Background: an optimization exercise with open tools, aiming at small area and a short achievable clock period. Do not read the settings as production practice. Only simulation tests tie the RTL to the original design; equivalence was not proved.

==> v8 <==
Design question_6, start of the top module:
module question_6(
    input clk,
    input rst,
    input signed [15:0] x,
    output reg signed [15:0] y
);
    reg signed [15:0] s1, s2, s3;
    wire [15:0] y_n, s1_n, s2_n;
    wire n1;
    q6_inv g1 (.a(x[0]), .y(n1));
    wire n2;
    q6_inv g2 (.a(x[1]), .y(n2));
    wire n3;
    q6_inv g3 (.a(x[2]), .y(n3));
    wire n4;
    q6_inv g4 (.a(x[3]), .y(n4));
    wire n5;
    q6_inv g5 (.a(x[4]), .y(n5));
    wire n6;
    q6_inv g6 (.a(x[5]), .y(n6));
    wire n7;
    q6_inv g7 (.a(x[6]), .y(n7));
    wire n8;
    q6_inv g8 (.a(x[7]), .y(n8));
    wire n9;
    q6_inv g9 (.a(x[8]), .y(n9));
    wire n10;
    q6_inv g10 (.a(x[9]), .y(n10));
    wire n11;
    q6_inv g11 (.a(x[10]), .y(n11));
    wire n12;
    q6_inv g12 (.a(x[11]), .y(n12));
    wire n13;
    q6_inv g13 (.a(x[12]), .y(n13));
    wire n14;
    q6_inv g14 (.a(x[13]), .y(n14));
    wire n15;
    q6_inv g15 (.a(x[14]), .y(n15));
    wire n16;
    q6_inv g16 (.a(x[15]), .y(n16));
    wire n17;
    q6_nand2 g17 (.a(x[0]), .b(s1[0]), .y(n17));
    wire n18;
    q6_nand2 g18 (.a(x[1]), .b(s1[1]), .y(n18));
    wire n19;
    q6_nand2 g19 (.a(x[2]), .b(s1[2]), .y(n19));
    wire n20;
    q6_nand2 g20 (.a(x[3]), .b(s1[3]), .y(n20));
    wire n21;
    q6_nand2 g21 (.a(x[4]), .b(s1[4]), .y(n21));
    wire n22;
    q6_nand2 g22 (.a(x[5]), .b(s1[5]), .y(n22));
    wire n23;
    q6_nand2 g23 (.a(x[6]), .b(s1[6]), .y(n23));
    wire n24;
    q6_nand2 g24 (.a(x[7]), .b(s1[7]), .y(n24));
    wire n25;
    q6_nand2 g25 (.a(x[8]), .b(s1[8]), .y(n25));
    wire n26;
    q6_nand2 g26 (.a(x[9]), .b(s1[9]), .y(n26));
    wire n27;
    q6_nand2 g27 (.a(x[10]), .b(s1[10]), .y(n27));
    wire n28;
    q6_nand2 g28 (.a(x[11]), .b(s1[11]), .y(n28));
    wire n29;
    q6_nand2 g29 (.a(x[12]), .b(s1[12]), .y(n29));
    wire n30;
    q6_nand2 g30 (.a(x[13]), .b(s1[13]), .y(n30));
    wire n31;
    q6_nand2 g31 (.a(x[14]), .b(s1[14]), .y(n31));
    wire n32;
    q6_nor2 g32 (.a(x[0]), .b(s1[0]), .y(n32));
    wire n33;
    q6_nor2 g33 (.a(x[1]), .b(s1[1]), .y(n33));
    wire n34;
    q6_nor2 g34 (.a(x[2]), .b(s1[2]), .y(n34));
    wire n35;
    q6_nor2 g35 (.a(x[3]), .b(s1[3]), .y(n35));
    wire n36;
    q6_nor2 g36 (.a(x[4]), .b(s1[4]), .y(n36));
    wire n37;
    q6_nor2 g37 (.a(x[5]), .b(s1[5]), .y(n37));
  ...
export LEC_CHECK = 0
export CAP_MARGIN = 20
export CORE_MARGIN = 2
export CORE_UTILIZATION = 40
export SETUP_SLACK_MARGIN = 2.7
export SLEW_MARGIN = 20
export TNS_END_PERCENT = 100
create_clock -name core_clock -period 5.0 [get_ports {clk}]
standard.sh (not shown) runs the stock make flow with config.mk's settings and CLKGATE_MAP_FILE= SYNTH_SCRIPT=/design/flow/synth_recipe.tcl, a recipe that flattens the netlist after the stock synthesis.
==> flow/flow/run.sh <==
#!/bin/bash
set -euo pipefail
W=$(pwd)
R=$W/orfs/results/$FLOW_PLATFORM/question_6/base
LIB=$FLOW_HOME/platforms/$FLOW_PLATFORM/lib/sky130_fd_sc_hd__tt_025C_1v80.lib

bash standard.sh synth > $W/log_1_standard_synth.txt 2>&1
cp $R/1_2_yosys.v $W/standard_synth.v

WORK=$W LIB_FILE=$LIB yosys -c flow/synth_map.tcl > $W/log_2_own_synth_yosys.txt 2>&1

# the registers must be those of the standard synthesis: same names, same cells
regs() { grep -oE 'sky130_fd_sc_hd__df[a-z0-9_]+ +[^ ]+' "$1" | sed -E 's/_[0-9]+ / /' | sort; }
regs $W/standard_synth.v > $W/regs_standard.txt
regs $W/own_synth.v > $W/regs_own.txt
if ! cmp -s $W/regs_standard.txt $W/regs_own.txt; then
  echo "registers differ from the standard synthesis" >&2
  diff $W/regs_standard.txt $W/regs_own.txt >&2 || true
  exit 1
fi

cp $W/own_synth.v $R/1_2_yosys.v
rm -f $R/1_synth.odb $R/1_synth.sdc

export BUFFER_PORTS_ARGS="-buffer_cell sky130_fd_sc_hd__buf_2"
export CTS_ARGS="-sink_clustering_enable -repair_clock_nets -buf_list sky130_fd_sc_hd__clkbuf_4 -root_buf sky130_fd_sc_hd__clkbuf_8 -sink_clustering_size 16 -dont_use_dummy_load"
bash standard.sh finish > $W/log_3_standard_layout.txt 2>&1
Other scripts of this flow, unchanged in this note and not shown: flow/flow/q6_cells.v, flow/flow/synth_map.tcl
==> v25 (differences from v8) <==
--- a/flow/flow/run.sh
+++ b/flow/flow/run.sh
@@ -23,5 +23,5 @@
 rm -f $R/1_synth.odb $R/1_synth.sdc
 
 export BUFFER_PORTS_ARGS="-buffer_cell sky130_fd_sc_hd__buf_2"
-export CTS_ARGS="-sink_clustering_enable -repair_clock_nets -buf_list sky130_fd_sc_hd__clkbuf_4 -root_buf sky130_fd_sc_hd__clkbuf_8 -sink_clustering_size 16 -dont_use_dummy_load"
+export CTS_ARGS="-sink_clustering_enable -repair_clock_nets -buf_list sky130_fd_sc_hd__clkbuf_2 -root_buf sky130_fd_sc_hd__clkbuf_4 -sink_clustering_buffer sky130_fd_sc_hd__clkbuf_2 -sink_clustering_size 16 -sink_clustering_max_diameter 50 -dont_use_dummy_load"
 bash standard.sh finish > $W/log_3_standard_layout.txt 2>&1
==> v27 (differences from v8) <==
--- a/flow/flow/run.sh
+++ b/flow/flow/run.sh
@@ -23,5 +23,5 @@
 rm -f $R/1_synth.odb $R/1_synth.sdc
 
 export BUFFER_PORTS_ARGS="-buffer_cell sky130_fd_sc_hd__buf_2"
-export CTS_ARGS="-sink_clustering_enable -repair_clock_nets -buf_list sky130_fd_sc_hd__clkbuf_4 -root_buf sky130_fd_sc_hd__clkbuf_8 -sink_clustering_size 16 -dont_use_dummy_load"
+export CTS_ARGS="-sink_clustering_enable -repair_clock_nets -buf_list sky130_fd_sc_hd__clkbuf_2 -root_buf sky130_fd_sc_hd__clkbuf_4 -sink_clustering_buffer sky130_fd_sc_hd__clkbuf_2 -sink_clustering_size 16 -dont_use_dummy_load"
 bash standard.sh finish > $W/log_3_standard_layout.txt 2>&1
Settings changed: SETUP_SLACK_MARGIN 2.7 to 2.9.
==> comparison <==
Cell area, highest first: v27, v8, v25. Cell count: v27 > v8 > v25. Clock-buffer cell count is the same in v25 and v8. Against v8, the utilization of v25 is lower by 0.95 points.

-- static timing again, ports no longer ideal --
In the flow no input, the clock included, has a driving cell. The finished layouts below were timed again as built, in two steps.
Step 1 assumes that a clkbuf_16 drives the clock port and a buf_2 every other input.
Step 2 moves the port delays by t, midway between the first and last clock arrival at a register: inputs arrive t later, outputs are due t later. That takes back most of the time a late clock gives input paths.
a / b / c = ideal ports / drivers / drivers and shift; a / b = the first two.
| run | t (ns) | slack for setup (ns) | worst setup path at the end | latest minus earliest clock arrival (ns) |
|---|---|---|---|---|
| v8 | 0.372 | 2.819 / 2.833 / 2.461 | input to register | 0.025 / 0.025 |
| v25 | 0.435 | 2.827 / 2.799 / 2.406 | input to register | 0.036 / 0.037 |
| v27 | 0.407 | 2.951 / 2.930 / 2.546 | input to register | 0.032 / 0.032 |
After both steps every run listed still meets setup and hold. For v25, which loses most, drivers alone change the setup slack by -0.028 ns; drivers and shift together by -0.421 ns.
